This is an optimization exercise on Yosys and OpenROAD, whose aim is small area, not a production implementation.
No driver is modelled on the clock port, so clocking that relies on it looks cheaper here than on a real chip.
No activity file was given, so power comes from the tool's default toggle rates.

Design conv_layer, start of the top module:
module conv_layer(out, activations, weights, clk, rst);
output [255:0] out;
input [63:0] activations;
input [63:0] weights;
input clk, rst;
reg [63:0] a_r, w_r;
reg [6:0] c;
reg s1, s2, v;
always @(posedge clk) begin
  a_r <= activations;
  w_r <= weights;
  s2 <= s1;
  if (!rst) begin
    c <= 7'd0;
    s1 <= 1'b1;
    v <= 1'b0;
  end else begin
    c <= (c == 7'd107) ? 7'd0 : c + 7'd1;
    s1 <= 1'b0;
    if (c == 7'd107) v <= 1'b1;
  end
end
wire first = (c == 7'd0) | s2;
wire ld_sh = (c == 7'd0);
wire ld_out = (c == 7'd6) & v;
wire [7:0] one [0:3];
wire [7:0] two [0:3];
wire [7:0] neg [0:3];
genvar p, f, j;
generate
for (p = 0; p < 4; p = p + 1) begin : enc
  wire [16:0] ax = {a_r[16*p +: 16], 1'b0};
  for (j = 0; j < 8; j = j + 1) begin : dig
    assign one[p][j] = ax[2*j+1] ^ ax[2*j];
    assign two[p][j] = (ax[2*j+2] & ~ax[2*j+1] & ~ax[2*j]) | (~ax[2*j+2] & ax[2*j+1] & ax[2*j]);
    assign neg[p][j] = ax[2*j+2];
  end
end
for (f = 0; f < 4; f = f + 1) begin : fl
  for (p = 0; p < 4; p = p + 1) begin : px
    cv_lane lane (.clk(clk), .rst(rst), .first(first), .s2(s2), .ld_sh(ld_sh), .ld_out(ld_out),
                  .w(w_r[16*f +: 16]), .one(one[p]), .two(two[p]), .neg(neg[p]),
                  .out(out[16*(4*f+p) +: 16]));
  end
end
endgenerate
endmodule
==> flow/config.mk <==
export PLATFORM = sky130hd
export DESIGN_NAME = conv_layer
export DESIGN_NICKNAME = conv_layer
export VERILOG_FILES = /design/flow/design.v
export SDC_FILE = /design/flow/constraint.sdc
export NUM_CORES = 8
export LEC_CHECK = 0
export ABC_AREA = 1
export CAP_MARGIN = 20
export CORE_MARGIN = 2
export CORE_UTILIZATION = 55
export SLEW_MARGIN = 20
==> flow/constraint.sdc <==
create_clock -name core_clock -period 7.0 [get_ports {clk}]
set_input_delay 1.4000 -clock core_clock [delete_from_list [all_inputs] [get_ports {clk}]]
set_output_delay 1.4000 -clock core_clock [all_outputs]
set_load 0.01 [all_outputs]
run.sh (not shown) runs the stock make flow with config.mk's settings and CLKGATE_MAP_FILE= SYNTH_SCRIPT=/design/flow/synth_recipe.tcl, a recipe that flattens the netlist after the stock synthesis.
Change:
CAP_MARGIN = 0   (was 20)
CORE_UTILIZATION = 65   (was 55)
CTS_BUF_LIST = sky130_fd_sc_hd__clkbuf_4 sky130_fd_sc_hd__clkbuf_8   (was not set)
CTS_CLUSTER_SIZE = 30   (was not set)
SLEW_MARGIN = 0   (was 20)
After rerunning: Via count went up by 1.2%. Die area went down by 15%. Utilization came out higher by 11 points. Power decreases by 1.4%. Count of clock-buffer cells in the layout climbs by 122. Non-clock buffer count went down by 36. Flip-flop and latch count does not change. Routed wire length is lower by 5.8%.
Function was not checked in any run of this note: the RTL went through the layout flow alone.

== lane 3 ==
conv_layer, a different RTL version from the one above (not shown whole).
Size in the first run: roughly 1200 flip-flops, roughly 390 I/O pins.
Design conv_layer, start of the top module:
module conv_layer(out, activations, weights, clk, rst);
output reg [255:0] out;
input [63:0] activations;
input [63:0] weights;
input clk, rst;
reg [63:0] w_r;
reg [17:1] w3_r [0:3];
reg [6:0] s1 [0:3];    
reg [6:0] s2 [0:3];    
reg [6:0] s3 [0:3];    
reg [3:0] one7, two7, neg7, negn7;   
reg [6:0] c;
reg r1, r2, v;
reg first;   
reg [23:0] acc [0:15];
reg [0:0] cr [0:15];
reg [15:0] shn [0:15];
wire ld_sh = (c == 7'd0);         
wire ld_out = (c == 7'd6) & v;    
wire [23:0] kinit = r2 ? 24'd333177 : 24'd11468836;
always @(posedge clk) begin
  w_r <= weights;
  r2 <= r1;
  first <= !rst | (c == 7'd107) | r1;
  if (!rst) begin
    c <= 7'd0;
    r1 <= 1'b1;
    v <= 1'b0;
  end else begin
    c <= (c == 7'd107) ? 7'd0 : c + 7'd1;
    r1 <= 1'b0;
    if (c == 7'd107) v <= 1'b1;
  end
end
genvar p, f, j, i;
generate
for (f = 0; f < 4; f = f + 1) begin : tw
  wire [17:0] wx = {{2{weights[16*f+15]}}, weights[16*f +: 16]};
  wire [17:0] w3 = wx + {wx[16:0], 1'b0};
  always @(posedge clk) w3_r[f] <= w3[17:1];
end
for (p = 0; p < 4; p = p + 1) begin : enc
  wire [15:0] a = activations[16*p +: 16];
  for (j = 0; j < 7; j = j + 1) begin : dig
    always @(posedge clk) begin
      s1[p][j] <= ~a[2*j+1] & a[2*j];
      s2[p][j] <= a[2*j+1] & ~a[2*j];
      s3[p][j] <= a[2*j+1] & a[2*j];
    end
  end
  always @(posedge clk) begin
    one7[p] <= a[14];
    two7[p] <= a[15] & ~a[14];
    neg7[p] <= a[15];
    negn7[p] <= ~a[15];
  end
end
for (i = 0; i < 16; i = i + 1) begin : lane
  localparam integer F = i / 4, P = i % 4;
  ...
export LEC_CHECK = 0
export CAP_MARGIN = 10
export CORE_MARGIN = 2
export CORE_UTILIZATION = 50
export CTS_BUF_LIST = sky130_fd_sc_hd__clkbuf_8 sky130_fd_sc_hd__clkbuf_16
export CTS_CLUSTER_DIAMETER = 100
export CTS_CLUSTER_SIZE = 20
export PLACE_DENSITY = 0.55
export SLEW_MARGIN = 10
export SYNTH_HIERARCHICAL = 1
export SYNTH_MINIMUM_KEEP_SIZE = 0
create_clock -name core_clock -period 7.0 [get_ports {clk}]
standard.sh (not shown) runs the stock make flow with config.mk's settings and CLKGATE_MAP_FILE= SYNTH_SCRIPT=/design/flow/synth_recipe.tcl, a recipe that flattens the netlist after the stock synthesis.
==> flow/flow/run.sh <==
#!/bin/bash
# Own layout flow: the standard layout (standard.sh: ORFS synthesis through finish), with
# - the smallest buffer (buf_1) as the buffer on every input and output port, and
# - one site of placement padding on each side of every a222oi cell (flow/pad.tcl, sourced
#   before each detailed placement), for pin access.
set -euo pipefail
cd "$(dirname "$0")/.."
export BUFFER_PORTS_ARGS="-buffer_cell sky130_fd_sc_hd__buf_1"
pad="$PWD/flow/pad.tcl"
export PRE_DETAIL_PLACE_TCL="$pad" PRE_CTS_TCL="$pad" PRE_GLOBAL_ROUTE_TCL="$pad"
export PRE_REPAIR_TIMING_POST_PLACE_TCL="$pad"
bash standard.sh > flow_standard.log 2>&1
==> flow/flow/pad.tcl <==
# One free site on each side of every a222oi cell, whose six inputs sit in one row of pins,
# so that the router can reach them. Sourced before each detailed placement.
set_placement_padding -masters sky130_fd_sc_hd__a222oi_1 -left 1 -right 1
Tool error DPL-0033 stopped lane 3 during global routing; no final results.
What lane 5 does differently from lane 3 at the input level:
Settings: PLACE_DENSITY now 0.52, was 0.55.
==> flow/flow/run.sh <==
#!/bin/bash
# Own layout flow: the standard layout (standard.sh: ORFS synthesis through finish),
# with the smallest buffer (buf_1) as the buffer on every input and output port.
set -euo pipefail
cd "$(dirname "$0")/.."
export BUFFER_PORTS_ARGS="-buffer_cell sky130_fd_sc_hd__buf_1"
bash standard.sh > flow_standard.log 2>&1
removed: flow/flow/pad.tcl
[summary]
- Placed cell area essentially unchanged between lane 5 and lane 3.
- Higher placed wire-length estimate after detailed placement among lane 5 and lane 3: lane 3
- Diff lane 3..lane 5 | total of hold buffers inserted after clock tree synthesis | negligible
- On synthesized cell count, lane 5 and lane 3 are neck and neck.
- Across both runs, post-placement worst setup slack was lower for lane 5 than for lane 3.
- From lane 3 to lane 5, fraction of the mapped netlist area in compound gates did not move at all.
- Status lane 5: flow complete, layout not clean - capacitance limit, slew limit
- Lane 5 vs. lane 3: flip-flop and latch count after synthesis ~0 delta; placed cell count ~0 delta; number of buffers added by the clock tree synthesis step +1; routability congestion estimate from global placement -about 2.2%.
No functional check of the RTL was part of any run of this note.

[afterwards: timing with drivers on the ports]
The results above use ideal ports. As a check the final layouts listed here were re-extracted and re-timed, cells and wires unchanged. Step 1 assumes that a clkbuf_16 drives the clock port and a buf_2 every other input. Step 2, shift: input delay + t, output delay - t, t = (earliest + latest rising clock arrival at the registers) / 2. This alone moves slack from input paths to output paths. Three values: ideal, step 1, step 2; two values: the first two.
run | t, ns | slack for setup (ns) | worst setup path after step 2 | worst data-port slew with drivers (ns) | pins driven straight from the clock port
the first run of note 1 | 0.910 | 0.174 / 0.174 / 0.174 | register to register | 0.10 | 1
the second run of note 1 | 1.115 | 0.242 / 0.242 / 0.242 | register to register | 0.10 | 1
lane 5 | 0.881 | 0.284 / 0.284 / 0.284 | register to register | 0.24 | 1
